Context: an optimization exercise on an open-source flow, tuned for small area, a short achievable clock period and few clock cycles. The choices shown serve that exercise and are no tape-out recipe. In this exercise RTL edits were held to simulation tests only and were not proved equivalent to the original. No activity file was given, so power comes from the tool's default toggle rates.

[config.mk]
export PLATFORM = sky130hd
export DESIGN_NAME = cpu
export DESIGN_NICKNAME = cpu
export VERILOG_FILES = /design/flow/design.v
export SDC_FILE = /design/flow/constraint.sdc
export NUM_CORES = 4
export LEC_CHECK = 0
export CAP_MARGIN = 20
export CORE_MARGIN = 2
export CORE_UTILIZATION = 30
export SLEW_MARGIN = 20
[constraint.sdc]
create_clock -name core_clock -period 12.0 [get_ports {clk}]
set_input_delay 2.4000 -clock core_clock [delete_from_list [all_inputs] [get_ports {clk}]]
set_output_delay 2.4000 -clock core_clock [all_outputs]
set_load 0.01 [all_outputs]
[design.v]
	`default_nettype none	    
module alu (
    input  wire [31:0] in_0,  
    input  wire [31:0] in_1,  
    input  wire [3:0]    op,    
    output reg  [31:0] out,   
    output reg                 of     
);
    wire signed [31:0] s_in_0 = $signed(in_0); 
    wire signed [31:0] s_in_1 = $signed(in_1); 
    wire signed [31:0] s_out  = $signed(out);  
    always @(*) begin
        case (op)
            4'h1  : begin 
                out   = in_0 & in_1;
            end
            4'h2   : begin 
                out   = in_0 | in_1;
            end
            4'h3  : begin 
                out   = in_0 ^ in_1;
            end
            4'h4 : begin 
                out   = in_0 + in_1;
            end
            4'h5 : begin 
                out   = in_0 + in_1;
            end
            4'h6 : begin 
                out   = in_0 - in_1;
            end
            4'h7 : begin 
                out   = in_0 - in_1;
            end
            4'h8 : begin 
                out   = in_0 >> in_1[4:0];
            end
            4'h9 : begin 
                out   = in_0 << in_1[4:0];
            end
            default      : begin 
                out   = in_0;
            end
        endcase
    end
    always @(*) begin
        case (op)
            4'h4 : begin 
                if (((s_in_0 > 0) && (s_in_1 > 0) && (s_out < 0)) ||
                    ((s_in_0 < 0) && (s_in_1 < 0) && (s_out > 0))) begin
                    of = 1'b1;
                end else begin
                    of = 1'b0;
                end
            end
            4'h6 : begin 
                if (((s_in_0 < 0) && (s_in_1 > 0) && (s_out > 0)) ||
                    ((s_in_0 > 0) && (s_in_1 < 0) && (s_out < 0))) begin
                    of = 1'b1;
                end else begin
                    of = 1'b0;
                end
            end
            default     : begin 
                of = 1'b0;
            end
        endcase
    end
endmodule
module bus_if (
    input  wire                clk,             
    input  wire                reset,           
    input  wire                stall,           
    input  wire                flush,           
    output reg                 busy,            
    input  wire [29:0] addr,            
    input  wire                as_n,            
    input  wire                rw,              
    input  wire [31:0] wr_data,         
    output reg  [31:0] rd_data,         
    input  wire [31:0] spm_rd_data,     
    output wire [29:0] spm_addr,        
    output reg                 spm_as_n,        
    output wire                spm_rw,          
    output wire [31:0] spm_wr_data,    
    input  wire [31:0] bus_rd_data,     
    input  wire                bus_rdy_n,       
    input  wire                bus_grant_n,       
    output reg                 bus_req_n,       
    output reg  [29:0] bus_addr,        
    output reg                 bus_as_n,        
    output reg                 bus_rw,         
    output reg  [31:0] bus_wr_data     
);
    reg  [1:0]      state;           
    reg  [31:0]        rd_buf;          
    wire [2:0]   s_index;         
    assign s_index     = addr[29:27];
    assign spm_addr    = addr;
    assign spm_rw      = rw;
    assign spm_wr_data = wr_data;
    always @(*) begin
        rd_data  = 32'h0;
        spm_as_n = 1'b1;
        busy     = 1'b0;
        case (state)
            2'h0   : begin  
                if ((flush == 1'b0) && (as_n == 1'b0)) begin
                    if (s_index == 1) begin  
                        if (stall == 1'b0) begin  
                            spm_as_n  = 1'b0;
                            if (rw == 1'b1) begin  
                                rd_data  = spm_rd_data;
                            end
                        end
                    end else begin                      
                        busy     = 1'b1;
                    end
                end
            end
            2'h1    : begin  
                busy     = 1'b1;
            end
            2'h2 : begin  
                if (bus_rdy_n == 1'b0) begin  
                    if (rw == 1'b1) begin  
                        rd_data  = bus_rd_data;
                    end
                end else begin                   
                    busy     = 1'b1;
                end
            end
            2'h3  : begin  
                if (rw == 1'b1) begin  
                    rd_data  = rd_buf;
                end
            end
        endcase
    end
   always @(posedge clk or negedge reset) begin
        if (reset == 1'b0) begin
            state       <= 2'h0;
            bus_req_n   <= 1'b1;
            bus_addr    <= 30'h0;
            bus_as_n    <= 1'b1;
            bus_rw      <= 1'b1;
            bus_wr_data <= 32'h0;
            rd_buf      <= 32'h0;
        end else begin
            case (state)
                2'h0   : begin  
                    if ((flush == 1'b0) && (as_n == 1'b0)) begin 
                        if (s_index != 1) begin  
                            state       <= 2'h1;
                            bus_req_n   <= 1'b0;
                            bus_addr    <= addr;
                            bus_rw      <= rw;
                            bus_wr_data <= wr_data;
                        end
                    end
                end
                2'h1    : begin  
                    if (bus_grant_n == 1'b0) begin  
                        state       <= 2'h2;
                        bus_as_n    <= 1'b0;
                    end
                end
                2'h2 : begin  
                    bus_as_n     <= 1'b1;
                    if (bus_rdy_n == 1'b0) begin  
                        bus_req_n   <= 1'b1;
                        bus_addr    <= 30'h0;
                        bus_rw      <= 1'b1;
                        bus_wr_data <= 32'h0;
                        if (bus_rw == 1'b1) begin  
                            rd_buf      <= bus_rd_data;
                        end
                        if (stall == 1'b1) begin  
                            state       <= 2'h3;
                        end else begin               
                            state       <= 2'h0;
                        end
                    end
                end
                2'h3  : begin  
                    if (stall == 1'b0) begin  
                        state       <= 2'h0;
                    end
                end
            endcase
        end
    end
endmodule    
module ctrl (
    input  wire                   clk,          
    input  wire                   reset,        
    input  wire [4:0]     creg_rd_addr, 
    output reg  [31:0]    creg_rd_data, 
    output reg  [0:0]  exe_mode,     
    input  wire [8-1:0] irq,          
    output reg                    int_detect,   
    input  wire [29:0]    id_pc,        
    input  wire [29:0]    mem_pc,       
    input  wire                   mem_en,       
    input  wire                   mem_br_flag,  
    input  wire [1:0]      mem_ctrl_op,  
    input  wire [4:0]     mem_dst_addr, 
    input  wire [2:0]      mem_exp_code, 
    input  wire [31:0]    mem_out,      
    input  wire                   if_busy,      
    input  wire                   ld_hazard,    
    input  wire                   mem_busy,     
    output wire                   if_stall,     
    output wire                   id_stall,     
    output wire                   ex_stall,     
    output wire                   mem_stall,    
    output wire                   if_flush,     
    output wire                   id_flush,     
    output wire                   ex_flush,     
    output wire                   mem_flush,    
    output reg  [29:0]    new_pc        
);
    reg                          int_en;        
    reg  [0:0]        pre_exe_mode;  
    reg                          pre_int_en;    
    reg  [29:0]          epc;           
    reg  [29:0]          exp_vector;    
    reg  [2:0]            exp_code;      
    reg                          dly_flag;      
    reg  [8-1:0]       mask;          
    reg [29:0]        pre_pc;           
    reg                       br_flag;          
    wire   stall     = if_busy | mem_busy;
    assign if_stall  = stall | (ld_hazard & ~flush);
    assign id_stall  = stall;
    assign ex_stall  = stall;
    assign mem_stall = stall;
    reg    flush;
    assign if_flush  = flush;
    assign id_flush  = flush | ld_hazard;
    assign ex_flush  = flush;
    assign mem_flush = flush;
    always @(*) begin
        new_pc = 30'h0;
        flush  = 1'b0;
        if (mem_en == 1'b1) begin 
            if (mem_exp_code != 3'h0) begin       
                new_pc = exp_vector;
                flush  = 1'b1;
            end else if (mem_ctrl_op == 2'h2) begin 
                new_pc = epc;
                flush  = 1'b1;
            end else if (mem_ctrl_op == 2'h1) begin 
                new_pc = mem_pc;
                flush  = 1'b1;
            end
        end
    end
    always @(*) begin
        if ((int_en == 1'b1) && ((|((~mask) & irq)) == 1'b1)) begin
            int_detect = 1'b1;
        end else begin
            int_detect = 1'b0;
        end
    end
    always @(*) begin
        case (creg_rd_addr)
           5'h0     : begin 
               creg_rd_data = {{32-2{1'b0}}, int_en, exe_mode};
           end
           5'h1 : begin 
               creg_rd_data = {{32-2{1'b0}}, 
                               pre_int_en, pre_exe_mode};
           end
           5'h2         : begin 
               creg_rd_data = {id_pc, 2'h0};
           end
           5'h3        : begin 
               creg_rd_data = {epc, 2'h0};
           end
           5'h4 : begin 
               creg_rd_data = {exp_vector, 2'h0};
           end
           5'h5      : begin 
               creg_rd_data = {{32-1-3{1'b0}}, 
                               dly_flag, exp_code};
           end
           5'h6   : begin 
               creg_rd_data = {{32-8{1'b0}}, mask};
           end
           5'h7        : begin 
               creg_rd_data = {{32-8{1'b0}}, irq};
           end
           5'h1d   : begin 
               creg_rd_data = $unsigned(8192);
           end
           5'h1e   : begin 
               creg_rd_data = $unsigned(16384);
           end
           5'h1f   : begin 
               creg_rd_data = {8'd41, 8'd7, 
                               8'd1, 8'd0};
           end
           default               : begin 
               creg_rd_data = 32'h0;
           end
        endcase
    end
    always @(posedge clk or negedge reset) begin
        if (reset == 1'b0) begin
            exe_mode     <= 1'b0;
            int_en       <= 1'b0;
            pre_exe_mode <= 1'b0;
            pre_int_en   <= 1'b0;
            exp_code     <= 3'h0;
            mask         <= {8{1'b1}};
            dly_flag     <= 1'b0;
            epc          <= 30'h0;
            exp_vector   <= 30'h0;
            pre_pc       <= 30'h0;
            br_flag      <= 1'b0;
        end else begin
            if ((mem_en == 1'b1) && (stall == 1'b0)) begin
                pre_pc       <= mem_pc;
                br_flag      <= mem_br_flag;
                if (mem_exp_code != 3'h0) begin       
                    exe_mode     <= 1'b0;
                    int_en       <= 1'b0;
                    pre_exe_mode <= exe_mode;
                    pre_int_en   <= int_en;
                    exp_code     <= mem_exp_code;
                    dly_flag     <= br_flag;
                    epc          <= pre_pc;
                end else if (mem_ctrl_op == 2'h2) begin 
                    exe_mode     <= pre_exe_mode;
                    int_en       <= pre_int_en;
                end else if (mem_ctrl_op == 2'h1) begin 
                    case (mem_dst_addr)
                        5'h0     : begin 
                            exe_mode     <= mem_out[0];
                            int_en       <= mem_out[1];
                        end
                        5'h1 : begin 
                            pre_exe_mode <= mem_out[0];
                            pre_int_en   <= mem_out[1];
                        end
                        5'h3        : begin 
                            epc          <= mem_out[31:2];
                        end
                        5'h4 : begin 
                            exp_vector   <= mem_out[31:2];
                        end
                        5'h5      : begin 
                            dly_flag     <= mem_out[3];
                            exp_code     <= mem_out[2:0];
                        end
                        5'h6   : begin 
                            mask         <= mem_out[8-1:0];
                        end
                    endcase
                end
            end
        end
    end
endmodule
module decoder (
    input  wire [29:0]   if_pc          ,          
    input  wire [31:0]   if_insn        ,       
    input  wire                  if_en          ,        
    input  wire [31:0]   gpr_rd_data_0  , 
    input  wire [31:0]   gpr_rd_data_1  , 
    output wire [4:0]    gpr_rd_addr_0  , 
    output wire [4:0]    gpr_rd_addr_1  , 
    input  wire                  id_en          ,         
    input  wire [4:0]    id_dst_addr    ,   
    input  wire                  id_gpr_we_n    ,    
    input  wire [1:0]      id_mem_op      ,     
    input  wire                  ex_en          ,         
    input  wire [4:0]    ex_dst_addr    ,   
    input  wire                  ex_gpr_we_n    ,    
    input  wire [31:0]   ex_fwd_data    ,   
    input  wire [31:0]   mem_fwd_data   ,  
    input  wire [0:0] exe_mode       ,      
    input  wire [31:0]   creg_rd_data   ,  
    output wire [4:0]    creg_rd_addr   ,  
    output reg  [3:0]      alu_op         ,        
    output reg  [31:0]   alu_in_0       ,      
    output reg  [31:0]   alu_in_1       ,      
    output reg  [29:0]   br_addr        ,       
    output reg                   br_taken       ,      
    output reg                   br_flag        ,       
    output reg  [1:0]      mem_op         ,        
    output wire [31:0]   mem_wr_data    ,   
    output reg  [1:0]     ctrl_op        ,       
    output reg  [4:0]    dst_addr       ,      
    output reg                   gpr_we_n       ,       
    output reg  [2:0]     exp_code       ,      
    output reg                   ld_hazard      
);
    reg         [31:0]  ra_data;                          
    reg         [31:0]  rb_data;                          
    wire [5:0]    op      = if_insn[31:26];     
    wire [4:0]  ra_addr = if_insn[25:21]; 
    wire [4:0]  rb_addr = if_insn[20:16]; 
    wire [4:0]  rc_addr = if_insn[15:11]; 
    wire [15:0]   imm     = if_insn[15:0];    
    wire [31:0] imm_s = {{16{imm[15]}}, imm};
    wire [31:0] imm_u = {{16{1'b0}}, imm};
    assign gpr_rd_addr_0 = ra_addr; 
    assign gpr_rd_addr_1 = rb_addr;
    assign creg_rd_addr  = ra_addr; 
    wire signed [31:0]  s_ra_data = $signed(ra_data);     
    wire signed [31:0]  s_rb_data = $signed(rb_data);     
    assign mem_wr_data = rb_data; 
    wire [29:0] ret_addr  = if_pc + 1'b1;                    
    wire [29:0] br_target = if_pc + imm_s[29:0]; 
    wire [29:0] jr_target = ra_data[31:2];         
    always @(*) begin
        if ((id_en == 1'b1) && (id_gpr_we_n == 1'b0) && 
            (id_dst_addr == ra_addr)) begin
            ra_data = ex_fwd_data;   
        end else if ((ex_en == 1'b1) && (ex_gpr_we_n == 1'b0) && 
                     (ex_dst_addr == ra_addr)) begin
            ra_data = mem_fwd_data;  
        end else begin
            ra_data = gpr_rd_data_0; 
        end
        if ((id_en == 1'b1) && (id_gpr_we_n == 1'b0) && 
            (id_dst_addr == rb_addr)) begin
            rb_data = ex_fwd_data;   
        end else if ((ex_en == 1'b1) && (ex_gpr_we_n == 1'b0) && 
                     (ex_dst_addr == rb_addr)) begin
            rb_data = mem_fwd_data;  
        end else begin
            rb_data = gpr_rd_data_1; 
        end
    end
    always @(*) begin
        if ((id_en == 1'b1) && (id_mem_op == 2'h1) &&
            ((id_dst_addr == ra_addr) || (id_dst_addr == rb_addr))) begin
            ld_hazard = 1'b1;  
        end else begin
            ld_hazard = 1'b0; 
        end
    end
    always @(*) begin
        alu_op   = 4'h0;
        alu_in_0 = ra_data;
        alu_in_1 = rb_data;
        br_taken = 1'b0;
        br_flag  = 1'b0;
        br_addr  = {30{1'b0}};
        mem_op   = 2'h0;
        ctrl_op  = 2'h0;
        dst_addr = rb_addr;
        gpr_we_n  = 1'b1;
        exp_code = 3'h0;
        if (if_en == 1'b1) begin
            case (op)
                6'h00  : begin 
                    alu_op   = 4'h1;
                    dst_addr = rc_addr;
                    gpr_we_n  = 1'b0;
                end
                6'h01  : begin 
                    alu_op   = 4'h1;
                    alu_in_1 = imm_u;
                    gpr_we_n  = 1'b0;
                end
                6'h02   : begin 
                    alu_op   = 4'h2;
                    dst_addr = rc_addr;
                    gpr_we_n  = 1'b0;
                end
                6'h03   : begin 
                    alu_op   = 4'h2;
                    alu_in_1 = imm_u;
                    gpr_we_n  = 1'b0;
                end
                6'h04  : begin 
                    alu_op   = 4'h3;
                    dst_addr = rc_addr;
                    gpr_we_n  = 1'b0;
                end
                6'h05  : begin 
                    alu_op   = 4'h3;
                    alu_in_1 = imm_u;
                    gpr_we_n  = 1'b0;
                end
                6'h06 : begin 
                    alu_op   = 4'h4;
                    dst_addr = rc_addr;
                    gpr_we_n  = 1'b0;
                end
                6'h07 : begin 
                    alu_op   = 4'h4;
                    alu_in_1 = imm_s;
                    gpr_we_n  = 1'b0;
                end
                6'h08 : begin 
                    alu_op   = 4'h5;
                    dst_addr = rc_addr;
                    gpr_we_n  = 1'b0;
                end
                6'h09 : begin 
                    alu_op   = 4'h5;
                    alu_in_1 = imm_s;
                    gpr_we_n  = 1'b0;
                end
                6'h0a : begin 
                    alu_op   = 4'h6;
                    dst_addr = rc_addr;
                    gpr_we_n  = 1'b0;
                end
                6'h0b : begin 
                    alu_op   = 4'h7;
                    dst_addr = rc_addr;
                    gpr_we_n  = 1'b0;
                end
                6'h0c : begin 
                    alu_op   = 4'h8;
                    dst_addr = rc_addr;
                    gpr_we_n  = 1'b0;
                end
                6'h0d : begin 
                    alu_op   = 4'h8;
                    alu_in_1 = imm_u;
                    gpr_we_n  = 1'b0;
                end
                6'h0e : begin 
                    alu_op   = 4'h9;
                    dst_addr = rc_addr;
                    gpr_we_n  = 1'b0;
                end
                6'h0f : begin 
                    alu_op   = 4'h9;
                    alu_in_1 = imm_u;
                    gpr_we_n  = 1'b0;
                end
                6'h10    : begin 
                    br_addr  = br_target;
                    br_taken = (ra_data == rb_data) ? 1'b1 : 1'b0;
                    br_flag  = 1'b1;
                end
                6'h11   : begin 
                    br_addr  = br_target;
                    br_taken = (ra_data != rb_data) ? 1'b1 : 1'b0;
                    br_flag  = 1'b1;
                end
                6'h12  : begin 
                    br_addr  = br_target;
                    br_taken = (s_ra_data < s_rb_data) ? 1'b1 : 1'b0;
                    br_flag  = 1'b1;
                end
                6'h13  : begin 
                    br_addr  = br_target;
                    br_taken = (ra_data < rb_data) ? 1'b1 : 1'b0;
                    br_flag  = 1'b1;
                end
                6'h14   : begin 
                    br_addr  = jr_target;
                    br_taken = 1'b1;
                    br_flag  = 1'b1;
                end
                6'h15  : begin 
                    alu_in_0 = {ret_addr, {2{1'b0}}};
                    br_addr  = jr_target;
                    br_taken = 1'b1;
                    br_flag  = 1'b1;
                    dst_addr = 5'd31;
                    gpr_we_n  = 1'b0;
                end
                6'h16   : begin 
                    alu_op   = 4'h5;
                    alu_in_1 = imm_s;
                    mem_op   = 2'h1;
                    gpr_we_n  = 1'b0;
                end
                6'h17   : begin 
                    alu_op   = 4'h5;
                    alu_in_1 = imm_s;
                    mem_op   = 2'h2;
                end
                6'h18  : begin 
                    exp_code = 3'h5;
                end
                6'h19  : begin 
                    if (exe_mode == 1'b0) begin
                        alu_in_0 = creg_rd_data;
                        gpr_we_n  = 1'b0;
                    end else begin
                        exp_code = 3'h6;
                    end
                end
                6'h1a  : begin 
                    if (exe_mode == 1'b0) begin
                        ctrl_op  = 2'h1;
                    end else begin
                        exp_code = 3'h6;
                    end
                end
                6'h1b  : begin 
                    if (exe_mode == 1'b0) begin
                        ctrl_op  = 2'h2;
                    end else begin
                        exp_code = 3'h6;
                    end
                end
                default       : begin 
                    exp_code = 3'h2;
                end
            endcase
        end
    end
endmodule
module ex_reg (
    input  wire                clk,            
    input  wire                reset,          
    input  wire [31:0] alu_out,        
    input  wire                alu_of,         
    input  wire                stall,          
    input  wire                flush,          
    input  wire                int_detect,     
    input  wire [29:0] id_pc,          
    input  wire                id_en,          
    input  wire                id_br_flag,     
    input  wire [1:0]    id_mem_op,      
    input  wire [31:0] id_mem_wr_data, 
    input  wire [1:0]   id_ctrl_op,     
    input  wire [4:0]  id_dst_addr,    
    input  wire                id_gpr_we_n,     
    input  wire [2:0]   id_exp_code,    
    output reg  [29:0] ex_pc,          
    output reg                 ex_en,          
    output reg                 ex_br_flag,     
    output reg  [1:0]    ex_mem_op,      
    output reg  [31:0] ex_mem_wr_data, 
    output reg  [1:0]   ex_ctrl_op,     
    output reg  [4:0]  ex_dst_addr,    
    output reg                 ex_gpr_we_n,     
    output reg  [2:0]   ex_exp_code,    
    output reg  [31:0] ex_out          
);
    always @(posedge clk or negedge reset) begin
        if (reset == 1'b0) begin 
            ex_pc          <= 30'h0;
            ex_en          <= 1'b0;
            ex_br_flag     <= 1'b0;
            ex_mem_op      <= 2'h0;
            ex_mem_wr_data <= 32'h0;
            ex_ctrl_op     <= 2'h0;
            ex_dst_addr    <= 5'd0;
            ex_gpr_we_n     <= 1'b1;
            ex_exp_code    <= 3'h0;
            ex_out         <= 32'h0;
        end else begin
            if (stall == 1'b0) begin 
                if (flush == 1'b1) begin               
                    ex_pc          <= 30'h0;
                    ex_en          <= 1'b0;
                    ex_br_flag     <= 1'b0;
                    ex_mem_op      <= 2'h0;
                    ex_mem_wr_data <= 32'h0;
                    ex_ctrl_op     <= 2'h0;
                    ex_dst_addr    <= 5'd0;
                    ex_gpr_we_n     <= 1'b1;
                    ex_exp_code    <= 3'h0;
                    ex_out         <= 32'h0;
                end else if (int_detect == 1'b1) begin 
                    ex_pc          <= id_pc;
                    ex_en          <= id_en;
                    ex_br_flag     <= id_br_flag;
                    ex_mem_op      <= 2'h0;
                    ex_mem_wr_data <= 32'h0;
                    ex_ctrl_op     <= 2'h0;
                    ex_dst_addr    <= 5'd0;
                    ex_gpr_we_n     <= 1'b1;
                    ex_exp_code    <= 3'h1;
                    ex_out         <= 32'h0;
                end else if (alu_of == 1'b1) begin     
                    ex_pc          <= id_pc;
                    ex_en          <= id_en;
                    ex_br_flag     <= id_br_flag;
                    ex_mem_op      <= 2'h0;
                    ex_mem_wr_data <= 32'h0;
                    ex_ctrl_op     <= 2'h0;
                    ex_dst_addr    <= 5'd0;
                    ex_gpr_we_n     <= 1'b1;
                    ex_exp_code    <= 3'h3;
                    ex_out         <= 32'h0;
                end else begin                            
                    ex_pc          <= id_pc;
                    ex_en          <= id_en;
                    ex_br_flag     <= id_br_flag;
                    ex_mem_op      <= id_mem_op;
                    ex_mem_wr_data <= id_mem_wr_data;
                    ex_ctrl_op     <= id_ctrl_op;
                    ex_dst_addr    <= id_dst_addr;
                    ex_gpr_we_n     <= id_gpr_we_n;
                    ex_exp_code    <= id_exp_code;
                    ex_out         <= alu_out;
                end
            end
        end
    end
endmodule
module ex_stage (
    input  wire                clk,            
    input  wire                reset,          
    input  wire                stall,          
    input  wire                flush,          
    input  wire                int_detect,     
    output wire [31:0] fwd_data,       
    input  wire [29:0] id_pc,          
    input  wire                id_en,          
    input  wire [3:0]    id_alu_op,      
    input  wire [31:0] id_alu_in_0,    
    input  wire [31:0] id_alu_in_1,    
    input  wire                id_br_flag,     
    input  wire [1:0]    id_mem_op,      
    input  wire [31:0] id_mem_wr_data, 
    input  wire [1:0]   id_ctrl_op,     
    input  wire [4:0]  id_dst_addr,    
    input  wire                id_gpr_we_n,     
    input  wire [2:0]   id_exp_code,    
    output wire [29:0] ex_pc,          
    output wire                ex_en,          
    output wire                ex_br_flag,     
    output wire [1:0]    ex_mem_op,      
    output wire [31:0] ex_mem_wr_data, 
    output wire [1:0]   ex_ctrl_op,     
    output wire [4:0]  ex_dst_addr,    
    output wire                ex_gpr_we_n,     
    output wire [2:0]   ex_exp_code,    
    output wire [31:0] ex_out          
);
    wire [31:0]        alu_out;        
    wire                       alu_of;         
    assign fwd_data = alu_out;
    alu alu (
        .in_0           (id_alu_in_0),    
        .in_1           (id_alu_in_1),    
        .op             (id_alu_op),      
        .out            (alu_out),        
        .of             (alu_of)          
    );
    ex_reg ex_reg (
        .clk            (clk),            
        .reset          (reset),          
        .alu_out        (alu_out),        
        .alu_of         (alu_of),         
        .stall          (stall),          
        .flush          (flush),          
        .int_detect     (int_detect),     
        .id_pc          (id_pc),          
        .id_en          (id_en),          
        .id_br_flag     (id_br_flag),     
        .id_mem_op      (id_mem_op),      
        .id_mem_wr_data (id_mem_wr_data), 
        .id_ctrl_op     (id_ctrl_op),     
        .id_dst_addr    (id_dst_addr),    
        .id_gpr_we_n     (id_gpr_we_n),     
        .id_exp_code    (id_exp_code),    
        .ex_pc          (ex_pc),          
        .ex_en          (ex_en),          
        .ex_br_flag     (ex_br_flag),     
        .ex_mem_op      (ex_mem_op),      
        .ex_mem_wr_data (ex_mem_wr_data), 
        .ex_ctrl_op     (ex_ctrl_op),     
        .ex_dst_addr    (ex_dst_addr),    
        .ex_gpr_we_n     (ex_gpr_we_n),     
        .ex_exp_code    (ex_exp_code),    
        .ex_out         (ex_out)          
    );
endmodule
module gpr(
    input   wire                    clk             ,
    input   wire                    reset           ,
    input   wire    [4:0]   rd_addr_0       , 
    output  wire    [31:0]  rd_data_0       , 
    input   wire    [4:0]   rd_addr_1       , 
    output  wire    [31:0]  rd_data_1       , 
    input   wire                    we_n            , 
    input   wire    [4:0]   wr_addr         , 
    input   wire    [31:0]  wr_data           
);
    reg     [31:0]      gpr_mem [32-1:0];
    integer                     i;
    assign rd_data_0 = ((we_n == 1'b0) && (wr_addr == rd_addr_0)) ? wr_data : gpr_mem[rd_addr_0]; 
    assign rd_data_1 = ((we_n == 1'b0) && (wr_addr == rd_addr_1)) ? wr_data : gpr_mem[rd_addr_1]; 
    always @(posedge clk or negedge reset) begin : OWNER_CTRL
        if(reset == 1'b0)
            begin
                for(i=0;i<32;i=i+1) begin
                    gpr_mem[i]  <= 32'h0;
                end
            end
        else begin
            if(we_n == 1'b0)
                begin
                    gpr_mem[wr_addr] <= wr_data;
                end
        end
    end
endmodule
module id_reg (
    input  wire                clk,            
    input  wire                reset,          
    input  wire [3:0]    alu_op,         
    input  wire [31:0] alu_in_0,       
    input  wire [31:0] alu_in_1,       
    input  wire                br_flag,        
    input  wire [1:0]    mem_op,         
    input  wire [31:0] mem_wr_data,    
    input  wire [1:0]   ctrl_op,        
    input  wire [4:0]  dst_addr,       
    input  wire                gpr_we_n,        
    input  wire [2:0]   exp_code,       
    input  wire                stall,          
    input  wire                flush,          
    input  wire [29:0] if_pc,          
    input  wire                if_en,          
    output reg  [29:0] id_pc,          
    output reg                 id_en,          
    output reg  [3:0]    id_alu_op,      
    output reg  [31:0] id_alu_in_0,    
    output reg  [31:0] id_alu_in_1,    
    output reg                 id_br_flag,     
    output reg  [1:0]    id_mem_op,      
    output reg  [31:0] id_mem_wr_data, 
    output reg  [1:0]   id_ctrl_op,     
    output reg  [4:0]  id_dst_addr,    
    output reg                 id_gpr_we_n,     
    output reg [2:0]    id_exp_code     
);
    always @(posedge clk or negedge reset) begin
        if (reset == 1'b0) begin 
            id_pc          <= 30'h0;
            id_en          <= 1'b0;
            id_alu_op      <= 4'h0;
            id_alu_in_0    <= 32'h0;
            id_alu_in_1    <= 32'h0;
            id_br_flag     <= 1'b0;
            id_mem_op      <= 2'h0;
            id_mem_wr_data <= 32'h0;
            id_ctrl_op     <= 2'h0;
            id_dst_addr    <= 5'd0;
            id_gpr_we_n     <= 1'b1;
            id_exp_code    <= 3'h0;
        end else begin
            if (stall == 1'b0) begin 
                if (flush == 1'b1) begin
                   id_pc          <= 30'h0;
                   id_en          <= 1'b0;
                   id_alu_op      <= 4'h0;
                   id_alu_in_0    <= 32'h0;
                   id_alu_in_1    <= 32'h0;
                   id_br_flag     <= 1'b0;
                   id_mem_op      <= 2'h0;
                   id_mem_wr_data <= 32'h0;
                   id_ctrl_op     <= 2'h0;
                   id_dst_addr    <= 5'd0;
                   id_gpr_we_n     <= 1'b1;
                   id_exp_code    <= 3'h0;
                end else begin
                   id_pc          <= if_pc;
                   id_en          <= if_en;
                   id_alu_op      <= alu_op;
                   id_alu_in_0    <= alu_in_0;
                   id_alu_in_1    <= alu_in_1;
                   id_br_flag     <= br_flag;
                   id_mem_op      <= mem_op;
                   id_mem_wr_data <= mem_wr_data;
                   id_ctrl_op     <= ctrl_op;
                   id_dst_addr    <= dst_addr;
                   id_gpr_we_n     <= gpr_we_n;
                   id_exp_code    <= exp_code;
                end
            end
        end
    end
endmodule
module id_stage (
    input  wire                  clk,            
    input  wire                  reset,          
    input  wire [31:0]   gpr_rd_data_0,  
    input  wire [31:0]   gpr_rd_data_1,  
    output wire [4:0]    gpr_rd_addr_0,  
    output wire [4:0]    gpr_rd_addr_1,  
    input  wire                  ex_en,         
    input  wire [31:0]   ex_fwd_data,    
    input  wire [4:0]    ex_dst_addr,    
    input  wire                  ex_gpr_we_n,     
    input  wire [31:0]   mem_fwd_data,   
    input  wire [0:0] exe_mode,       
    input  wire [31:0]   creg_rd_data,   
    output wire [4:0]    creg_rd_addr,   
    input  wire                  stall,          
    input  wire                  flush,          
    output wire [29:0]   br_addr,        
    output wire                  br_taken,       
    output wire                  ld_hazard,      
    input  wire [29:0]   if_pc,          
    input  wire [31:0]   if_insn,        
    input  wire                  if_en,          
    output wire [29:0]   id_pc,          
    output wire                  id_en,          
    output wire [3:0]      id_alu_op,      
    output wire [31:0]   id_alu_in_0,    
    output wire [31:0]   id_alu_in_1,    
    output wire                  id_br_flag,     
    output wire [1:0]      id_mem_op,      
    output wire [31:0]   id_mem_wr_data, 
    output wire [1:0]     id_ctrl_op,     
    output wire [4:0]    id_dst_addr,    
    output wire                  id_gpr_we_n,     
    output wire [2:0]     id_exp_code     
);
    wire  [3:0]            alu_op;         
    wire  [31:0]         alu_in_0;       
    wire  [31:0]         alu_in_1;       
    wire                         br_flag;        
    wire  [1:0]            mem_op;         
    wire  [31:0]         mem_wr_data;    
    wire  [1:0]           ctrl_op;        
    wire  [4:0]          dst_addr;       
    wire                         gpr_we_n;        
    wire  [2:0]           exp_code;       
    decoder decoder (
        .if_pc          (if_pc          ),          
        .if_insn        (if_insn        ),        
        .if_en          (if_en          ),          
        .gpr_rd_data_0  (gpr_rd_data_0),  
        .gpr_rd_data_1  (gpr_rd_data_1),  
        .gpr_rd_addr_0  (gpr_rd_addr_0),  
        .gpr_rd_addr_1  (gpr_rd_addr_1),  
        .id_en          (id_en),          
        .id_dst_addr    (id_dst_addr),    
        .id_gpr_we_n    (id_gpr_we_n),   
        .id_mem_op      (id_mem_op),      
        .ex_en          (ex_en),          
        .ex_fwd_data    (ex_fwd_data),    
        .ex_dst_addr    (ex_dst_addr),    
        .ex_gpr_we_n    (ex_gpr_we_n),   
        .mem_fwd_data   (mem_fwd_data),   
        .exe_mode       (exe_mode),       
        .creg_rd_data   (creg_rd_data),   
        .creg_rd_addr   (creg_rd_addr),   
        .alu_op         (alu_op),         
        .alu_in_0       (alu_in_0),       
        .alu_in_1       (alu_in_1),       
        .br_addr        (br_addr),        
        .br_taken       (br_taken),       
        .br_flag        (br_flag),        
        .mem_op         (mem_op),         
        .mem_wr_data    (mem_wr_data),    
        .ctrl_op        (ctrl_op),        
        .dst_addr       (dst_addr),       
        .gpr_we_n       (gpr_we_n),      
        .exp_code       (exp_code),       
        .ld_hazard      (ld_hazard)       
    );
    id_reg id_reg (
        .clk            (clk),            
        .reset          (reset),          
        .alu_op         (alu_op),         
        .alu_in_0       (alu_in_0),       
        .alu_in_1       (alu_in_1),       
        .br_flag        (br_flag),        
        .mem_op         (mem_op),         
        .mem_wr_data    (mem_wr_data),    
        .ctrl_op        (ctrl_op),        
        .dst_addr       (dst_addr),       
        .gpr_we_n        (gpr_we_n),      
        .exp_code       (exp_code),       
        .stall          (stall),          
        .flush          (flush),          
        .if_pc          (if_pc),          
        .if_en          (if_en),          
        .id_pc          (id_pc),          
        .id_en          (id_en),          
        .id_alu_op      (id_alu_op),      
        .id_alu_in_0    (id_alu_in_0),    
        .id_alu_in_1    (id_alu_in_1),    
        .id_br_flag     (id_br_flag),     
        .id_mem_op      (id_mem_op),      
        .id_mem_wr_data (id_mem_wr_data), 
        .id_ctrl_op     (id_ctrl_op),     
        .id_dst_addr    (id_dst_addr),    
        .id_gpr_we_n     (id_gpr_we_n),   
        .id_exp_code    (id_exp_code)     
    );
endmodule
module if_reg (
    input   wire                    clk     , 
    input   wire                    reset   , 
    input   wire    [31:0]  insn    , 
    input   wire                    stall   , 
    input   wire                    flush   , 
    input   wire    [29:0]  new_pc  , 
    input   wire                    br_taken, 
    input   wire    [29:0]  br_addr , 
    output  reg     [29:0]  if_pc   , 
    output  reg     [31:0]  if_insn , 
    output  reg                     if_en     
);
    always @(posedge clk or negedge reset) begin : PIPELINE_REG
        if (reset == 1'b0) begin 
            if_pc   <= 30'h0;
            if_insn <= 32'h0;
            if_en   <= 1'b0;
        end else begin
            if (stall == 1'b0) begin 
                if (flush == 1'b1) begin      
                    if_pc   <= new_pc;
                    if_insn <= 32'h0;
                    if_en   <= 1'b0;
                end else if (br_taken == 1'b1) begin  
                    if_pc   <= br_addr;
                    if_insn <= insn;
                    if_en   <= 1'b1;
                end else begin                          
                    if_pc   <= if_pc + 1'd1;          
                    if_insn <= insn;
                    if_en   <= 1'b1;
                end
            end
        end
    end
endmodule    
module if_stage (
    input  wire                clk,         
    input  wire                reset,       
    input  wire [31:0] spm_rd_data, 
    output wire [29:0] spm_addr,    
    output wire                spm_as_n,     
    output wire                spm_rw,      
    output wire [31:0] spm_wr_data, 
    input  wire [31:0] bus_rd_data, 
    input  wire                bus_rdy_n,    
    input  wire                bus_grant_n,   
    output wire                bus_req_n,    
    output wire [29:0] bus_addr,    
    output wire                bus_as_n,     
    output wire                bus_rw,      
    output wire [31:0] bus_wr_data, 
    input  wire                stall,       
    input  wire                flush,       
    input  wire [29:0] new_pc,      
    input  wire                br_taken,    
    input  wire [29:0] br_addr,     
    output wire                busy,        
    output wire [29:0] if_pc,       
    output wire [31:0] if_insn,     
    output wire                if_en        
);
    wire [31:0]        insn;        
    bus_if bus_if (
        .clk         (clk),                 
        .reset       (reset),               
        .stall       (stall),               
        .flush       (flush),               
        .busy        (busy),                
        .addr        (if_pc),               
        .as_n        (1'b0),            
        .rw          (1'b1),               
        .wr_data     (32'h0),     
        .rd_data     (insn),                
        .spm_rd_data (spm_rd_data),         
        .spm_addr    (spm_addr),            
        .spm_as_n     (spm_as_n),             
        .spm_rw      (spm_rw),              
        .spm_wr_data (spm_wr_data),         
        .bus_rd_data (bus_rd_data),         
        .bus_rdy_n    (bus_rdy_n),            
        .bus_grant_n   (bus_grant_n),           
        .bus_req_n    (bus_req_n),            
        .bus_addr    (bus_addr),            
        .bus_as_n     (bus_as_n),             
        .bus_rw      (bus_rw),              
        .bus_wr_data (bus_wr_data)          
    );
    if_reg if_reg (
        .clk         (clk),                 
        .reset       (reset),               
        .insn        (insn),                
        .stall       (stall),               
        .flush       (flush),               
        .new_pc      (new_pc),              
        .br_taken    (br_taken),            
        .br_addr     (br_addr),             
        .if_pc       (if_pc),               
        .if_insn     (if_insn),             
        .if_en       (if_en)                
    );
endmodule
module mem_ctrl (
    input  wire                ex_en,          
    input  wire [1:0]    ex_mem_op,     
    input  wire [31:0] ex_mem_wr_data, 
    input  wire [31:0] ex_out,         
    input  wire [31:0] rd_data,        
    output wire [29:0] addr,           
    output reg                 as_n,            
    output reg                 rw,             
    output wire [31:0] wr_data,        
    output reg [31:0]  out   ,         
    output reg                 miss_align      
);
    wire [1:0]    offset;           
    assign wr_data = ex_mem_wr_data;           
    assign addr    = ex_out[31:2];     
    assign offset  = ex_out[1:0];   
    always @(*) begin
        miss_align = 1'b0;
        out        = 32'h0;
        as_n        = 1'b1;
        rw         = 1'b1;
        if (ex_en == 1'b1) begin
            case (ex_mem_op)
                2'h1 : begin 
                    if (offset == 2'b00) begin 
                        out         = rd_data;
                        as_n        = 1'b0;
                    end else begin                         
                        miss_align  = 1'b1;
                    end
                end
                2'h2 : begin 
                    if (offset == 2'b00) begin 
                        rw          = 1'b0;
                        as_n        = 1'b0;
                    end else begin                         
                        miss_align  = 1'b1;
                    end
                end
                default     : begin 
                    out         = ex_out;
                end
            endcase
        end
    end
endmodule
module mem_reg (
    input  wire                clk,          
    input  wire                reset,        
    input  wire [31:0] out,          
    input  wire                miss_align,   
    input  wire                stall,        
    input  wire                flush,        
    input  wire [29:0] ex_pc,        
    input  wire                ex_en,        
    input  wire                ex_br_flag,   
    input  wire [1:0]   ex_ctrl_op,   
    input  wire [4:0]  ex_dst_addr,  
    input  wire                ex_gpr_we_n,   
    input  wire [2:0]   ex_exp_code,  
    output reg  [29:0] mem_pc,       
    output reg                 mem_en,       
    output reg                 mem_br_flag,  
    output reg  [1:0]   mem_ctrl_op,  
    output reg  [4:0]  mem_dst_addr, 
    output reg                 mem_gpr_we_n,  
    output reg  [2:0]   mem_exp_code, 
    output reg  [31:0] mem_out       
);
    always @(posedge clk or negedge reset) begin
        if (reset == 1'b0) begin    
            mem_pc       <= 30'h0;
            mem_en       <= 1'b0;
            mem_br_flag  <= 1'b0;
            mem_ctrl_op  <= 2'h0;
            mem_dst_addr <= 5'h0;
            mem_gpr_we_n  <= 1'b1;
            mem_exp_code <= 3'h0;
            mem_out      <= 32'h0;
        end else begin
            if (stall == 1'b0) begin 
                if (flush == 1'b1) begin               
                    mem_pc       <= 30'h0;
                    mem_en       <= 1'b0;
                    mem_br_flag  <= 1'b0;
                    mem_ctrl_op  <= 2'h0;
                    mem_dst_addr <= 5'h0;
                    mem_gpr_we_n  <= 1'b1;
                    mem_exp_code <= 3'h0;
                    mem_out      <= 32'h0;
                end else if (miss_align == 1'b1) begin 
                    mem_pc       <= ex_pc;
                    mem_en       <= ex_en;
                    mem_br_flag  <= ex_br_flag;
                    mem_ctrl_op  <= 2'h0;
                    mem_dst_addr <= 5'h0;
                    mem_gpr_we_n  <= 1'b1;
                    mem_exp_code <= 3'h4;
                    mem_out      <= 32'h0;
                end else begin                            
                    mem_pc       <= ex_pc;
                    mem_en       <= ex_en;
                    mem_br_flag  <= ex_br_flag;
                    mem_ctrl_op  <= ex_ctrl_op;
                    mem_dst_addr <= ex_dst_addr;
                    mem_gpr_we_n  <= ex_gpr_we_n;
                    mem_exp_code <= ex_exp_code;
                    mem_out      <= out;
                end
            end
        end
    end
endmodule
module mem_stage (
    input  wire                clk,            
    input  wire                reset,          
    input  wire                stall,          
    input  wire                flush,          
    output wire                busy,           
    output wire [31:0] fwd_data,       
    input  wire [31:0] spm_rd_data,    
    output wire [29:0] spm_addr,       
    output wire                spm_as_n,        
    output wire                spm_rw,         
    output wire [31:0] spm_wr_data,    
    input  wire [31:0] bus_rd_data,    
    input  wire                bus_rdy_n,       
    input  wire                bus_grant_n,      
    output wire                bus_req_n,       
    output wire [29:0] bus_addr,       
    output wire                bus_as_n,        
    output wire                bus_rw,         
    output wire [31:0] bus_wr_data,    
    input  wire [29:0] ex_pc,          
    input  wire                ex_en,          
    input  wire                ex_br_flag,     
    input  wire [1:0]    ex_mem_op,      
    input  wire [31:0] ex_mem_wr_data, 
    input  wire [1:0]   ex_ctrl_op,     
    input  wire [4:0]  ex_dst_addr,    
    input  wire                ex_gpr_we_n,     
    input  wire [2:0]   ex_exp_code,    
    input  wire [31:0] ex_out,         
    output wire [29:0] mem_pc,         
    output wire                mem_en,         
    output wire                mem_br_flag,    
    output wire [1:0]   mem_ctrl_op,    
    output wire [4:0]  mem_dst_addr,   
    output wire                mem_gpr_we_n,    
    output wire [2:0]   mem_exp_code,   
    output wire [31:0] mem_out         
);
    wire [31:0]        rd_data;        
    wire [29:0]        addr;           
    wire                       as_n;            
    wire                       rw;             
    wire [31:0]        wr_data;        
    wire [31:0]        out;            
    wire                       miss_align;     
    assign fwd_data  = out;
    mem_ctrl mem_ctrl (
        .ex_en          (ex_en),               
        .ex_mem_op      (ex_mem_op),           
        .ex_mem_wr_data (ex_mem_wr_data),      
        .ex_out         (ex_out),              
        .rd_data        (rd_data),             
        .addr           (addr),                
        .as_n            (as_n),                 
        .rw             (rw),                  
        .wr_data        (wr_data),             
        .out            (out),                 
        .miss_align     (miss_align)           
    );
    bus_if bus_if (
        .clk         (clk),                    
        .reset       (reset),                  
        .stall       (stall),                  
        .flush       (flush),                  
        .busy        (busy),                   
        .addr        (addr),                   
        .as_n         (as_n),                    
        .rw          (rw),                     
        .wr_data     (wr_data),                
        .rd_data     (rd_data),                
        .spm_rd_data (spm_rd_data),            
        .spm_addr    (spm_addr),               
        .spm_as_n     (spm_as_n),                
        .spm_rw      (spm_rw),                 
        .spm_wr_data (spm_wr_data),            
        .bus_rd_data (bus_rd_data),            
        .bus_rdy_n    (bus_rdy_n),               
        .bus_grant_n   (bus_grant_n),              
        .bus_req_n    (bus_req_n),               
        .bus_addr    (bus_addr),               
        .bus_as_n     (bus_as_n),                
        .bus_rw      (bus_rw),                 
        .bus_wr_data (bus_wr_data)             
    );
    mem_reg mem_reg (
        .clk          (clk),                   
        .reset        (reset),                 
        .out          (out),                   
        .miss_align   (miss_align),            
        .stall        (stall),                 
        .flush        (flush),                 
        .ex_pc        (ex_pc),                 
        .ex_en        (ex_en),                 
        .ex_br_flag   (ex_br_flag),            
        .ex_ctrl_op   (ex_ctrl_op),            
        .ex_dst_addr  (ex_dst_addr),           
        .ex_gpr_we_n   (ex_gpr_we_n),            
        .ex_exp_code  (ex_exp_code),           
        .mem_pc       (mem_pc),                
        .mem_en       (mem_en),                
        .mem_br_flag  (mem_br_flag),           
        .mem_ctrl_op  (mem_ctrl_op),           
        .mem_dst_addr (mem_dst_addr),          
        .mem_gpr_we_n  (mem_gpr_we_n),           
        .mem_exp_code (mem_exp_code),          
        .mem_out      (mem_out)                
    );
endmodule
module cpu (
    input  wire                   clk,             
    input  wire                   reset,           
    input  wire [31:0]    if_bus_rd_data,  
    input  wire                   if_bus_rdy_n,     
    input  wire                   if_bus_grant_n,    
    output wire                   if_bus_req_n,     
    output wire [29:0]    if_bus_addr,     
    output wire                   if_bus_as_n,      
    output wire                   if_bus_rw,       
    output wire [31:0]    if_bus_wr_data,  
    input  wire [31:0]    mem_bus_rd_data, 
    input  wire                   mem_bus_rdy_n,    
    input  wire                   mem_bus_grant_n,   
    output wire                   mem_bus_req_n,    
    output wire [29:0]    mem_bus_addr,    
    output wire                   mem_bus_as_n,     
    output wire                   mem_bus_rw,      
    output wire [31:0]    mem_bus_wr_data, 
    input  wire [8-1:0] cpu_irq,
    input  wire [31:0]    if_spm_rd_data,
    output wire [11:0]     if_spm_addr,
    output wire                   if_spm_as_n,
    output wire                   if_spm_rw,
    output wire [31:0]    if_spm_wr_data,
    input  wire [31:0]    mem_spm_rd_data,
    output wire [11:0]     mem_spm_addr,
    output wire                   mem_spm_as_n,
    output wire                   mem_spm_rw,
    output wire [31:0]    mem_spm_wr_data
);
    wire [29:0]          if_pc;          
    wire [31:0]          if_insn;        
    wire                         if_en;          
    wire [29:0]          id_pc;          
    wire                         id_en;          
    wire [3:0]             id_alu_op;      
    wire [31:0]          id_alu_in_0;    
    wire [31:0]          id_alu_in_1;    
    wire                         id_br_flag;     
    wire [1:0]             id_mem_op;      
    wire [31:0]          id_mem_wr_data; 
    wire [1:0]            id_ctrl_op;     
    wire [4:0]           id_dst_addr;    
    wire                         id_gpr_we_n;     
    wire [2:0]            id_exp_code;    
    wire [29:0]          ex_pc;          
    wire                         ex_en;          
    wire                         ex_br_flag;     
    wire [1:0]             ex_mem_op;      
    wire [31:0]          ex_mem_wr_data; 
    wire [1:0]            ex_ctrl_op;     
    wire [4:0]           ex_dst_addr;    
    wire                         ex_gpr_we_n;     
    wire [2:0]            ex_exp_code;    
    wire [31:0]          ex_out;         
    wire [29:0]          mem_pc;         
    wire                         mem_en;         
    wire                         mem_br_flag;    
    wire [1:0]            mem_ctrl_op;    
    wire [4:0]           mem_dst_addr;   
    wire                         mem_gpr_we_n;    
    wire [2:0]            mem_exp_code;   
    wire [31:0]          mem_out;           
    wire                         if_stall;       
    wire                         id_stall;       
    wire                         ex_stall;       
    wire                         mem_stall;      
    wire                         if_flush;       
    wire                         id_flush;       
    wire                         ex_flush;       
    wire                         mem_flush;      
    wire                         if_busy;        
    wire                         mem_busy;       
    wire [29:0]          new_pc;         
    wire [29:0]          br_addr;        
    wire                         br_taken;       
    wire                         ld_hazard;      
    wire [31:0]          gpr_rd_data_0;  
    wire [31:0]          gpr_rd_data_1;  
    wire [4:0]           gpr_rd_addr_0;  
    wire [4:0]           gpr_rd_addr_1;  
    wire [0:0]        exe_mode;       
    wire [31:0]          creg_rd_data;   
    wire [4:0]           creg_rd_addr;   
    wire                         int_detect;      
    wire [29:0]          if_spm_addr_w;
    wire [29:0]          mem_spm_addr_w;
    assign if_spm_addr  = if_spm_addr_w[11:0];
    assign mem_spm_addr = mem_spm_addr_w[11:0];
    wire [31:0]          ex_fwd_data;     
    wire [31:0]          mem_fwd_data;    
        if_stage if_stage (
        .clk            (clk),              
        .reset          (reset),            
        .spm_rd_data    (if_spm_rd_data),   
        .spm_addr       (if_spm_addr_w),      
        .spm_as_n        (if_spm_as_n),       
        .spm_rw         (if_spm_rw),        
        .spm_wr_data    (if_spm_wr_data),   
        .bus_rd_data    (if_bus_rd_data),   
        .bus_rdy_n       (if_bus_rdy_n),      
        .bus_grant_n      (if_bus_grant_n),     
        .bus_req_n       (if_bus_req_n),      
        .bus_addr       (if_bus_addr),      
        .bus_as_n        (if_bus_as_n),       
        .bus_rw         (if_bus_rw),        
        .bus_wr_data    (if_bus_wr_data),   
        .stall          (if_stall),         
        .flush          (if_flush),         
        .new_pc         (new_pc),           
        .br_taken       (br_taken),         
        .br_addr        (br_addr),          
        .busy           (if_busy),          
        .if_pc          (if_pc),            
        .if_insn        (if_insn),          
        .if_en          (if_en)             
    );
        id_stage id_stage (
        .clk            (clk),              
        .reset          (reset),            
        .gpr_rd_data_0  (gpr_rd_data_0),    
        .gpr_rd_data_1  (gpr_rd_data_1),    
        .gpr_rd_addr_0  (gpr_rd_addr_0),    
        .gpr_rd_addr_1  (gpr_rd_addr_1),                    
        .ex_en          (ex_en),            
        .ex_fwd_data    (ex_fwd_data),      
        .ex_dst_addr    (ex_dst_addr),      
        .ex_gpr_we_n     (ex_gpr_we_n),       
        .mem_fwd_data   (mem_fwd_data),     
        .exe_mode       (exe_mode),         
        .creg_rd_data   (creg_rd_data),     
        .creg_rd_addr   (creg_rd_addr),     
        .stall         (id_stall),         
        .flush          (id_flush),         
        .br_addr        (br_addr),          
        .br_taken       (br_taken),         
        .ld_hazard      (ld_hazard),        
        .if_pc          (if_pc),            
        .if_insn        (if_insn),          
        .if_en          (if_en),            
        .id_pc          (id_pc),            
        .id_en          (id_en),            
        .id_alu_op      (id_alu_op),        
        .id_alu_in_0    (id_alu_in_0),      
        .id_alu_in_1    (id_alu_in_1),      
        .id_br_flag     (id_br_flag),       
        .id_mem_op      (id_mem_op),        
        .id_mem_wr_data (id_mem_wr_data),   
        .id_ctrl_op     (id_ctrl_op),       
        .id_dst_addr    (id_dst_addr),      
        .id_gpr_we_n     (id_gpr_we_n),       
        .id_exp_code    (id_exp_code)       
    );
        ex_stage ex_stage (
        .clk            (clk),              
        .reset          (reset),            
        .stall          (ex_stall),         
        .flush          (ex_flush),         
        .int_detect     (int_detect),       
        .fwd_data       (ex_fwd_data),      
        .id_pc          (id_pc),            
        .id_en          (id_en),            
        .id_alu_op      (id_alu_op),        
        .id_alu_in_0    (id_alu_in_0),      
        .id_alu_in_1    (id_alu_in_1),      
        .id_br_flag     (id_br_flag),       
        .id_mem_op      (id_mem_op),        
        .id_mem_wr_data (id_mem_wr_data),   
        .id_ctrl_op     (id_ctrl_op),       
        .id_dst_addr    (id_dst_addr),      
        .id_gpr_we_n     (id_gpr_we_n),       
        .id_exp_code    (id_exp_code),      
        .ex_pc          (ex_pc),            
        .ex_en          (ex_en),            
        .ex_br_flag     (ex_br_flag),       
        .ex_mem_op      (ex_mem_op),        
        .ex_mem_wr_data (ex_mem_wr_data),   
        .ex_ctrl_op     (ex_ctrl_op),       
        .ex_dst_addr    (ex_dst_addr),      
        .ex_gpr_we_n     (ex_gpr_we_n),       
        .ex_exp_code    (ex_exp_code),      
        .ex_out         (ex_out)            
    );
        mem_stage mem_stage (
        .clk            (clk),              
        .reset          (reset),            
        .stall          (mem_stall),        
        .flush          (mem_flush),        
        .busy           (mem_busy),         
        .fwd_data       (mem_fwd_data),     
        .spm_rd_data    (mem_spm_rd_data),  
        .spm_addr       (mem_spm_addr_w),     
        .spm_as_n        (mem_spm_as_n),      
        .spm_rw         (mem_spm_rw),       
        .spm_wr_data    (mem_spm_wr_data),  
        .bus_rd_data    (mem_bus_rd_data),  
        .bus_rdy_n       (mem_bus_rdy_n),     
        .bus_grant_n      (mem_bus_grant_n),    
        .bus_req_n       (mem_bus_req_n),     
        .bus_addr       (mem_bus_addr),     
        .bus_as_n        (mem_bus_as_n),      
        .bus_rw         (mem_bus_rw),       
        .bus_wr_data    (mem_bus_wr_data),  
        .ex_pc          (ex_pc),            
        .ex_en          (ex_en),            
        .ex_br_flag     (ex_br_flag),       
        .ex_mem_op      (ex_mem_op),        
        .ex_mem_wr_data (ex_mem_wr_data),   
        .ex_ctrl_op     (ex_ctrl_op),       
        .ex_dst_addr    (ex_dst_addr),      
        .ex_gpr_we_n     (ex_gpr_we_n),       
        .ex_exp_code    (ex_exp_code),      
        .ex_out         (ex_out),           
        .mem_pc         (mem_pc),           
        .mem_en         (mem_en),           
        .mem_br_flag    (mem_br_flag),      
        .mem_ctrl_op    (mem_ctrl_op),      
        .mem_dst_addr   (mem_dst_addr),     
        .mem_gpr_we_n    (mem_gpr_we_n),      
        .mem_exp_code   (mem_exp_code),     
        .mem_out        (mem_out)           
    );
        ctrl ctrl (
        .clk            (clk),              
        .reset          (reset),            
        .creg_rd_addr   (creg_rd_addr),     
        .creg_rd_data   (creg_rd_data),     
        .exe_mode       (exe_mode),         
        .irq            (cpu_irq),          
        .int_detect     (int_detect),       
        .id_pc          (id_pc),            
        .mem_pc         (mem_pc),           
        .mem_en         (mem_en),           
        .mem_br_flag    (mem_br_flag),      
        .mem_ctrl_op    (mem_ctrl_op),      
        .mem_dst_addr   (mem_dst_addr),     
        .mem_exp_code   (mem_exp_code),     
        .mem_out        (mem_out),          
        .if_busy        (if_busy),          
        .ld_hazard      (ld_hazard),        
        .mem_busy       (mem_busy),         
        .if_stall       (if_stall),         
        .id_stall       (id_stall),         
        .ex_stall       (ex_stall),         
        .mem_stall      (mem_stall),        
        .if_flush       (if_flush),         
        .id_flush       (id_flush),         
        .ex_flush       (ex_flush),         
        .mem_flush      (mem_flush),        
        .new_pc         (new_pc)            
    );
        gpr gpr (
        .clk       (clk),                   
        .reset     (reset),                 
        .rd_addr_0 (gpr_rd_addr_0),         
        .rd_data_0 (gpr_rd_data_0),         
        .rd_addr_1 (gpr_rd_addr_1),         
        .rd_data_1 (gpr_rd_data_1),         
        .we_n       (mem_gpr_we_n),           
        .wr_addr   (mem_dst_addr),          
        .wr_data   (mem_out)                
    );
endmodule
[run.sh]
#!/bin/bash
# synth_recipe.tcl (not shown) runs the flow's synth.tcl, then flattens the netlist and writes it again
# the make line also repeats each setting of config.mk as NAME=value (left out here)
make -C /OpenROAD-flow-scripts/flow DESIGN_CONFIG=/design/flow/config.mk WORK_HOME=/design/flow/orfs CLKGATE_MAP_FILE= SYNTH_SCRIPT=/design/flow/synth_recipe.tcl finish
==> metrics list <==
- Outcome: no timing/DRC/antenna violations
- Per-instance average area after synthesis: about 10 sq um
- CP arrival: 10.45 ns
- Number of top-level pins: around 360
- Number of storage elements in the synthesis netlist: 1688
- Number of setup buffers added after CTS: 0
- Areal power density over the cells: roughly 260 nW/um^2
- For this run, the number of Yosys warnings is 11.
* Final Cycle Share: 80.48%
- CTS tree: yes
* Endpoint required time on the critical path: about 13 ns
* RSZ-0062 raised after global routing: false
- Placed Instance Area: roughly 100000 sq um
- Counting the buffers created by CTS gives ~190.
- At the later pin of the worst-skew pair, clock insertion delay measures around 0.95 ns.
- The count of buffers added on input and output ports is slightly below 300.
* Drt drc: 0
- The tightest min-delay check is of the flop to flop type.
* Count of hold-fix buffers inserted at cts: 0
* Final hold violation count: 0
* Final-stage net count: 9568
* Proportion of netlist area held by the largest area contributor: 44.27%
* Count of maximum capacitance violations: 0
- Number of H-tree levels: 4
* Post-synth EDFFs: 0
- The finished layout holds between 10k and 15k standard cells, fillers aside.
- Drt first pass iters: 10
- Fraction of final layout cells sized beyond drive strength 1: 21.25%
* Clock tree sinks: about 1.7k
* Vias after detailed routing: 89.45k
- The startpoint identified for the worst register-to-register timing path is id_stage.id_reg.id_alu_in_1[0]$_DFFE_PN0N_.
- dfrtp_1 takes more of the synthesized area than any other cell.
- Endpoint type of the worst setup path: flop
* Max-slew violation count: 0
- Critical path peak fanout: 38
- In the routed layout, each cell is associated on average with a via count of between 6 and 7.
* Cell types with the highest counts after synthesis: dfrtp_1, mux2_2, nand2_1, clkbuf_1, a22oi_1
- Counting tap cells, the placed design contains a total of about 13k instances.
- Top post-synthesis cells by area: dfrtp_1, mux2_2, a22oi_1
* Cells after synthesis: 9341
* Wire length of the first global-routing pass: between 700000 and 800000 um
- Compared with the post-synthesis result, the final layout area differs by 15.02%.
* CORE AREA: roughly 310000 sq um
- Slew at the pin closest to its max-slew limit: ~1.3 ns
- Root buffer cell: clkbuf_16
- Asr flop ratio synth: 100.0%
- In this run the register-to-register setup slack is 2.34 ns.
- After clock tree synthesis, the clock-pin slew on the worst setup and hold paths is around 0.06 ns.
- IR drop worst, VDD: about 0.00031 V
- Count of different cell masters after synthesis: 103
- After layout, the worst setup slack is 2.342 ns.
* Part of the Yosys area used for sequential elements: ~45%
- In the final routed layout, each cell accounts on average for roughly 38 um.
* Total wire length: approximately 520000 um
- For this run, the leading register cell type out of synthesis is dfrtp_1.
* DIE AREA: around 320000 sq um
- STA classifies the critical path startpoint as a flop.
- The endpoint identified for the worst register-to-register timing path is if_stage.if_reg.if_pc[22]$_DFFE_PN0P_.
- Post_cts resized: 0
* Worst stage delay on the critical path: roughly 0.8 ns
- Path depth of the worst reg2reg path: 32
- Measured on the finished design, the core utilization comes to 34.59%.
- Remaining antenna violation count: 0
* Worst-case clock skew: about 0.11 ns
* Die W: about 570 um
- Initial antenna violation count: between 50 and 60
- Endpoints failing setup: 0
- The initial utilization of the core area, before any placement, comes to approximately 30%.
- Max_slew headroom: between 10% and 20%
- Setup total negative slack on the finished layout was measured at 0 ns.
- Based on the critical path, the design can be clocked at up to just over 0.1 GHz.
* Post-synthesis instance area: about 95000 sq um
* Shortest period the worst path allows: 9.658 ns
- Std-Cell Rows: between 200 and 250
* GRT Total Usage: between 30% and 40%
* Fillers: ~31k
- With fillers left out, the area of the finished cells amounts to about 110000 sq um.
* Leakage: between 40 and 50 nW
* Kind of critical path: flop to flop
- At the end of routability-driven placement, the weighted congestion stood at about 1.0.
* Termination of the worst setup path: if_stage.if_reg.if_pc[22]$_DFFE_PN0P_
* Largest net degree at the start of global routing: ~170
- Final HPWL from detailed placement: about 340000 um
- The number of global-route vias before repair is roughly 84k.
- For this block, the initial DRC count from the detailed router was about 16k.
- The die is between 500 and 600 um tall.
* Clk buf depth: 4
- Among all stages on the critical path, the largest delay is contributed by dfrtp_4.
- Count leader, synth: dfrtp_1
- In this run the worst setup path begins at id_stage.id_reg.id_alu_in_1[0]$_DFFE_PN0N_.
* Overflow after GRT: 0
* Pre-CTS worst setup slack: roughly 2.6 ns
## metal layers
| layer | up-vias | part of all wire (%) | track usage [%] |
|---|---|---|---|
| met3 | 2219 | 14 | 12.11 |
| met1 | 45050 | 38 | 40.23 |
| met2 | 7599 | 40 | 43.21 |
| met4 | 42 | 8.3 | 20.48 |
| met5 | - | 0.053 | 0 |
| li1 | 34550 | - | - |
## worst max-delay path: cells and delay by family, from the launching register on
| kind | cells | cell delay, ns |
|---|---|---|
| and+or+nand+nor | 12 | 3.31 |
| AOI/OAI and AO/OA | 11 | 2.85 |
| adders and majority gates | 3 | 1.18 |
| buffers and inverters | 4 | 1.04 |
| DFF | 1 | 0.82 |
| xor gates and xnor gates | 2 | 0.35 |
## flip-flops by register name (all words and copies together) (netlist names), 32 cells and up
signal                          count
gpr.gpr_mem                      1024
ex_stage.ex_reg.ex_mem_wr_data     32
ex_stage.ex_reg.ex_out             32
id_stage.id_reg.id_alu_in_0        32
id_stage.id_reg.id_alu_in_1        32
id_stage.id_reg.id_mem_wr_data     32
if_stage.bus_if.rd_buf             32
if_stage.if_reg.if_insn            32
mem_stage.bus_if.bus_wr_data       32
mem_stage.bus_if.rd_buf            32
mem_stage.mem_reg.mem_out          32
## through the flow
step	total power, W	hold slack (ns)
floorplan	0.01519	0.4384
global placement	0.02177	0.4485
detailed placement	0.02184	0.4548
CTS	0.02788	0.4681
global route	0.02926	0.4868
finish	0.02859	0.4646
## placed cells by master, fill, tap and decap left out, types with 21 or more instances in the layout
master and instances:
a211oi_1 48, a21o_1 39, a21oi_1 436, a221oi_1 208, a222oi_1 53, a22o_1 314
a22oi_1 668, a31oi_1 41, and3_1 33, buf_4 301, clkbuf_1 39, clkbuf_16 187
clkbuf_8 37, clkdlybuf4s50_1 296, clkinv_2 37, conb_1 66, dfrtp_1 1655, diode_2 24
ha_1 163, inv_1 154, mux2_2 1126, mux2i_1 183, mux4_2 33, nand2_1 967
nand2b_1 110, nand3_1 193, nand4_1 124, nor2_1 317, nor2_4 70, nor2b_1 36
nor3_1 99, nor4_1 58, o211ai_1 27, o21ai_0 510, o221ai_1 32, o22ai_1 84
o32a_1 40, or3_1 21, xnor2_1 87, xor2_1 44
## worst min path at each step
stage	startpoint	slack, ns	depth (start not counted)	to
after CTS	ex_stage.ex_reg.ex_pc[16]$_DFFE_PN0N_	0.47	2	ex_stage.ex_reg.ex_pc[16]$_DFFE_PN0N_
after detailed placement	ex_stage.ex_reg.ex_pc[13]$_DFFE_PN0N_	0.45	2	ex_stage.ex_reg.ex_pc[13]$_DFFE_PN0N_
final	ex_stage.ex_reg.ex_pc[20]$_DFFE_PN0N_	0.46	2	ex_stage.ex_reg.ex_pc[20]$_DFFE_PN0N_
after global placement	ex_stage.ex_reg.ex_pc[21]$_DFFE_PN0N_	0.45	2	ex_stage.ex_reg.ex_pc[21]$_DFFE_PN0N_
after floorplan	ex_stage.ex_reg.ex_br_flag$_DFFE_PN0N_	0.44	2	ex_stage.ex_reg.ex_br_flag$_DFFE_PN0N_
after global routing	ex_stage.ex_reg.ex_pc[20]$_DFFE_PN0N_	0.49	2	ex_stage.ex_reg.ex_pc[20]$_DFFE_PN0N_
## report_power, final
| part | total (W) | leakage [nW] | switching, W | internal (W) |
|---|---|---|---|---|
| logic | 0.0140 | 22.3 | 0.00976 | 0.00423 |
| registers | 0.00855 | 23.0 | 0.00165 | 0.00691 |
| clock network | 0.00606 | 3.08 | 0.00256 | 0.00350 |
| total | 0.0286 | 48.4 | 0.0140 | 0.0146 |
## area by class of cell
| cell class | instances | area, sq um | area share [%] |
|---|---|---|---|
| clock inverter | 67 | 865.8 | 0.7966 |
| tap | 4160 | 5205 | 4.789 |
| timing repair buffer | 621 | 5670 | 5.217 |
| inverter | 160 | 600.6 | 0.5525 |
| multi-input combinational | 6603 | 48670 | 44.78 |
| antenna | 24 | 60.06 | 0.05525 |
| sequential | 1688 | 42280 | 38.90 |
| clock buffer | 263 | 5335 | 4.908 |
## cell families after synthesis
logic type | share of synthesized area (%)
adders and majority gates | 2.200
AOI/OAI and AO/OA | 20.18
and+or+nand+nor | 10.45
xor gates and xnor gates | 1.214
other | 0.007947
DFF | 44.72
muxes | 16.26
buffers and inverters | 4.973

## afterwards: timing with drivers on the ports
How much do the figures lean on ideal ports? The routed layout below was timed once more, with nothing changed but the port constraints.
Step 1 sets driving cells, clkbuf_16 on the clock port and buf_2 on the other inputs (assumed; they add their load-dependent delay and slew).
Step 2, shift: input delay + t, output delay - t, t = (earliest + latest rising clock arrival at the registers) / 2. This alone moves slack from input paths to output paths.
Slacks: ideal / step 1 / step 2; pairs: ideal / step 1.
shift t [ns]: 0.977
slack for setup (ns): 2.342 / 2.342 / 2.261
hold WS [ns]: 0.465 / 0.465 / 0.465
worst register clock-pin slew, ns: 0.08 / 0.08
After both steps setup and hold are still met in this run. For this run, drivers alone change the setup slack by 0.000 ns; drivers and shift together by -0.081 ns.
